This is an optimization exercise on Yosys and OpenROAD, whose aim is small area, a short achievable clock period and few clock cycles per item, not a production implementation.
At most, simulation tests tie the RTL to the original design; equivalence was not proved.

## v10
==> flow/design.v <==
module cordic #(
    parameter WIDTH = 16,
    parameter ITERATIONS = 16,
    parameter FRAC_BITS = 14
) (
    input wire clk,
    input wire rst,
    input wire start,
    input wire signed [WIDTH-1:0] theta,
    output wire signed [WIDTH-1:0] cos_out,
    output wire signed [WIDTH-1:0] sin_out,
    output reg done
);
    reg signed [15:0] x, y, z;
    reg [3:0] cnt;           
    wire busy = |cnt;
    assign cos_out = x;
    assign sin_out = y;
    reg signed [15:0] atab;
    always @(*) begin
        case (cnt)
            4'd1:  atab = 16'h1DAC;
            4'd2:  atab = 16'h0FAD;
            4'd3:  atab = 16'h07F5;
            4'd4:  atab = 16'h03FE;
            4'd5:  atab = 16'h01FF;
            4'd6:  atab = 16'h00FF;
            4'd7:  atab = 16'h007F;
            4'd8:  atab = 16'h003F;
            4'd9:  atab = 16'h001F;
            4'd10: atab = 16'h000F;
            4'd11: atab = 16'h0007;
            4'd12: atab = 16'h0003;
            4'd13: atab = 16'h0001;
            default: atab = 16'h0000;
        endcase
    end
    wire d0n = theta[15];
    wire signed [15:0] z1 = theta + (d0n ? 16'sh3243 : -16'sh3243);
    wire signed [15:0] y1 = d0n ? -16'sh4DBA : 16'sh4DBA;
    wire dn = z[15];
    wire signed [15:0] zn = z + (atab ^ {16{~dn}}) + {15'd0, ~dn};
    wire signed [15:0] xs = x >>> cnt;
    wire signed [15:0] ys = y >>> cnt;
    wire signed [15:0] xn = x + (ys ^ {16{~dn}}) + {15'd0, ~dn};
    wire signed [15:0] yn = y + (xs ^ {16{dn}}) + {15'd0, dn};
    always @(posedge clk or posedge rst) begin
        if (rst) begin
            cnt <= 4'd0;
            done <= 1'b0;
        end else if (start && !busy) begin
            cnt <= 4'd1;
            done <= 1'b0;
        end else if (busy) begin
            cnt <= cnt + 4'd1;
            if (cnt == 4'd15) done <= 1'b1;
        end
    end
    always @(posedge clk) begin
        if (start && !busy) begin
            x <= 16'sh4DBA;
            y <= y1;
            z <= z1;
        end else if (busy) begin
            x <= xn;
            y <= yn;
            z <= zn;
        end
    end
endmodule
==> flow/config.mk <==
export PLATFORM = sky130hd
export DESIGN_NAME = cordic
export DESIGN_NICKNAME = cordic
export VERILOG_FILES = /design/flow/design.v
export SDC_FILE = /design/flow/constraint.sdc
export NUM_CORES = 4
export LEC_CHECK = 0
export CAP_MARGIN = 20
export CORE_MARGIN = 2
export CORE_UTILIZATION = 40
export SLEW_MARGIN = 20
==> flow/constraint.sdc <==
create_clock -name core_clock -period 9.0 [get_ports {clk}]
set_input_delay 1.8000 -clock core_clock [delete_from_list [all_inputs] [get_ports {clk}]]
set_output_delay 1.8000 -clock core_clock [all_outputs]
set_load 0.01 [all_outputs]
run.sh (not shown) runs the stock make flow with config.mk's settings and CLKGATE_MAP_FILE= SYNTH_SCRIPT=/design/flow/synth_recipe.tcl, a recipe that flattens the netlist after the stock synthesis.
v10 completed end to end with timing, DRC and antenna clean.
The following lists how v16 was set up differently from v10:
==> flow/design.v <==
module cordic #(
    parameter WIDTH = 16,
    parameter ITERATIONS = 16,
    parameter FRAC_BITS = 14
) (
    input wire clk,
    input wire rst,
    input wire start,
    input wire signed [WIDTH-1:0] theta,
    output wire signed [WIDTH-1:0] cos_out,
    output wire signed [WIDTH-1:0] sin_out,
    output reg done
);
    reg signed [15:0] x, y, z;
    reg [3:0] cnt;           
    wire busy = |cnt;
    assign cos_out = x;
    assign sin_out = y;
    reg signed [15:0] atab;
    always @(*) begin
        case (cnt)
            4'd2:  atab = 16'h1DAC;
            4'd3:  atab = 16'h0FAD;
            4'd4:  atab = 16'h07F5;
            4'd5:  atab = 16'h03FE;
            4'd6:  atab = 16'h01FF;
            4'd7:  atab = 16'h00FF;
            4'd8:  atab = 16'h007F;
            4'd9:  atab = 16'h003F;
            4'd10: atab = 16'h001F;
            4'd11: atab = 16'h000F;
            4'd12: atab = 16'h0007;
            4'd13: atab = 16'h0003;
            4'd14: atab = 16'h0001;
            default: atab = 16'h0000;
        endcase
    end
    wire d0n = theta[15];
    wire signed [15:0] z1 = d0n ? theta + 16'sh3243 : theta - 16'sh3243;
    wire d1n = z1[15];
    wire signed [15:0] x2 = (d0n ^ d1n) ? 16'sh7497 : 16'sh26DD;
    wire signed [15:0] y2 = d0n ? (d1n ? 16'sh8B69 : 16'shD923)
                                : (d1n ? 16'sh26DD : 16'sh7497);
    wire signed [15:0] zn = z[15] ? z + atab : z - atab;
    wire dn = zn[15];
    wire signed [15:0] xs = x >>> cnt;
    wire signed [15:0] ys = y >>> cnt;
    wire signed [15:0] xn = dn ? x + ys : x - ys;
    wire signed [15:0] yn = dn ? y - xs : y + xs;
    always @(posedge clk or posedge rst) begin
        if (rst) begin
            cnt <= 4'd0;
            done <= 1'b0;
        end else if (start && !busy) begin
            cnt <= 4'd2;
            done <= 1'b0;
        end else if (busy) begin
            cnt <= cnt + 4'd1;
            if (cnt == 4'd15) done <= 1'b1;
        end
    end
    always @(posedge clk) begin
        if (start && !busy) begin
            x <= x2;
            y <= y2;
            z <= z1;
        end else if (busy) begin
            x <= xn;
            y <= yn;
            z <= zn;
        end
    end
endmodule
==> comparison <==
- What v16 reported for first-iteration DRC count has to be multiplied by 0.72 to get the figure for v10.
- From v10 to v16 the numbers moved as follows: initial standard-cell utilization of the core went up by 0.38 points; global-route met1 utilization picked up an extra 2.9 points; number of standard cells after synthesis increased by 0.90% relative to the old numbers.
- Going from v10 to v16, the global-route wire length before repair was found to have gone up by 2400 microns.
- Of v10 and v16, the lower met2 track demand over resource belongs to v16.
- Number of combinational gates with multiple inputs (higher): v16
Testbench counts of v16, summed over its fixed seeds: cycles 48,000, items 3,200.
Function not checked in v10: the RTL went through the layout flow alone.

oak:
cordic, a different RTL version from the one above (not shown whole).
Size in the first run: roughly 56 flip-flops, ~52 I/O pins, about 6200 µm² of cells after synthesis.
==> module cordic, before the edit <==
module cordic #(
    parameter WIDTH = 16,
    parameter ITERATIONS = 16,
    parameter FRAC_BITS = 14
) (
    input wire clk,
    input wire rst,
    input wire start,
    input wire signed [WIDTH-1:0] theta,
    output wire signed [WIDTH-1:0] cos_out,
    output wire signed [WIDTH-1:0] sin_out,
    output reg done
);
    reg signed [15:0] x, y, z;
    reg dir;                 
    reg zpos;                
    reg [3:0] cnt;           
    reg busy;                
    assign cos_out = x;
    assign sin_out = y;
    reg [15:0] atab;
    always @(*) begin
        case (cnt)
            4'd2:  atab = 16'h0FAD;
            4'd3:  atab = 16'h07F5;
            4'd4:  atab = 16'h03FE;
            4'd5:  atab = 16'h01FF;
            4'd6:  atab = 16'h00FF;
            4'd7:  atab = 16'h007F;
            4'd8:  atab = 16'h003F;
            4'd9:  atab = 16'h001F;
            4'd10: atab = 16'h000F;
            4'd11: atab = 16'h0007;
            4'd12: atab = 16'h0003;
            4'd13: atab = 16'h0001;
            default: atab = 16'h0000;
        endcase
    end
    wire [15:0] c01 = z[15] ? (zpos ? 16'h1497 : 16'h4FEF)
                            : (zpos ? 16'hB011 : 16'hEB69);
    wire first = (cnt == 4'd1);
    wire [15:0] zadd = first ? c01 : (atab ^ {16{zpos}});
    wire zcin = zpos & ~first;
    wire [15:0] zn = z + zadd + {15'd0, zcin};
    wire [15:0] t1 = theta + (theta[15] ? 16'h3243 : 16'hCDBD);
    wire signed [15:0] xs = x >>> cnt;
    wire signed [15:0] ys = y >>> cnt;
    wire signed [15:0] xn = x + (ys ^ {16{~dir}}) + {15'd0, ~dir};
    wire signed [15:0] yn = y + (xs ^ {16{dir}}) + {15'd0, dir};
    always @(posedge clk or posedge rst) begin
        if (rst) begin
            cnt <= 4'd0;
            busy <= 1'b0;
            done <= 1'b0;
        end else if (start && !busy) begin
            cnt <= 4'd1;
            busy <= 1'b1;
            done <= 1'b0;
        end else if (busy) begin
            cnt <= cnt + 4'd1;
            if (cnt == 4'd15) begin
                busy <= 1'b0;
                done <= 1'b1;
            end
        end
    end
    always @(posedge clk) begin
        if (busy) begin
            z <= zn;
            dir <= zn[15];
            zpos <= ~zn[15];
        end else begin
            z <= theta;
            dir <= t1[15];
            zpos <= ~t1[15];
        end
        if (start && !busy) begin
            x <= 16'sh4DBA;
            y <= theta[15] ? -16'sh4DBA : 16'sh4DBA;
        end else if (busy) begin
            x <= xn;
            y <= yn;
        end
    end
endmodule
clock: 9.0 ns
lec_check: 0
abc_area: 1
cap_margin: 20
core_margin: 2
core_utilization: 65
setup_slack_margin: 5.0
slew_margin: 20
standard.sh (not shown) runs the stock make flow with config.mk's settings and CLKGATE_MAP_FILE= SYNTH_SCRIPT=/design/flow/synth_recipe.tcl, a recipe that flattens the netlist after the stock synthesis.
==> flow/flow/run.sh <==
#!/bin/bash
# The standard layout with plain buffers on the ports, and repair_timing
# aiming at a tighter period than the clock's (the SDC stays as it is).
set -euo pipefail
bash standard.sh "BUFFER_PORTS_ARGS=-buffer_cell sky130_fd_sc_hd__buf_1" SETUP_SLACK_MARGIN=5.5 finish > flow_make.log 2>&1
The flow did not stop early for oak: all stages ran, and the layout cleared the timing, design-rule and antenna checks.
#### Input delta (pine over oak)
--- a/flow/design.v
+++ b/flow/design.v
@@ -16,4 +16,6 @@
     reg zpos;                
     reg [3:0] cnt;           
+    reg [3:0] cx;            
+    reg [3:0] cyn;           
     reg busy;                
     assign cos_out = x;
@@ -44,6 +46,6 @@
     wire [15:0] zn = z + zadd + {15'd0, zcin};
     wire [15:0] t1 = theta + (theta[15] ? 16'h3243 : 16'hCDBD);
-    wire signed [15:0] xs = x >>> cnt;
-    wire signed [15:0] ys = y >>> cnt;
+    wire signed [15:0] xs = x >>> cx;
+    wire signed [15:0] ys = y >>> ~cyn;
     wire signed [15:0] xn = x + (ys ^ {16{~dir}}) + {15'd0, ~dir};
     wire signed [15:0] yn = y + (xs ^ {16{dir}}) + {15'd0, dir};
@@ -70,5 +72,9 @@
             dir <= zn[15];
             zpos <= ~zn[15];
+            cx <= cx + 4'd1;
+            cyn <= cyn - 4'd1;
         end else begin
+            cx <= 4'd1;
+            cyn <= ~4'd1;
             z <= theta;
             dir <= t1[15];
==> run summary <==
- Global-route usage in pine is 2.6 points lower than in oak
- Clock buffer count in the final layout, pine and oak: higher on pine
- oak → pine: insertion delay to the later sink of the worst-skew pair rose by 40 ps; total number of vias -123; finished layout cell area level.
- Highest-delay cell along the critical path = sky130_fd_sc_hd__dfxtp_1: pine; highest-delay cell along the critical path = sky130_fd_sc_hd__dfrtp_4: oak
Testbench counts of pine, summed over its fixed seeds: cycles 51,200, items 3,200.
For oak, only the layout was checked, not whether the RTL still works.

## what the ideal ports hide
Ports are ideal in the flow. The routed layouts listed here were re-timed in OpenROAD. Step 1 sets driving cells, clkbuf_16 on the clock port and buf_2 on the other inputs (assumed; they add their load-dependent delay and slew). Step 2 adds t to the input delays and takes it off the output delays; t is the mean of the earliest and latest rising clock arrival at the registers after step 1. Input paths then give back, and output paths get back, about the clock's delay inside the block. Three values: ideal, step 1, step 2; two values: the first two.
| run | t (ns) | setup WS [ns] | worst slew at a driven data input, ns |
|---|---|---|---|
| v10 | 0.342 | 4.124 / 4.127 / 3.796 | 0.04 |
| v16 | 0.352 | 1.706 / 1.706 / 1.706 | 0.03 |
| oak | 0.359 | 5.551 / 5.551 / 5.345 | 0.04 |
| pine | 0.395 | 5.736 / 5.736 / 5.364 | 0.04 |
After both steps setup and hold are still met in every run listed. For pine, which loses most, drivers alone change the setup slack by 0.000 ns; drivers and shift together by -0.372 ns.
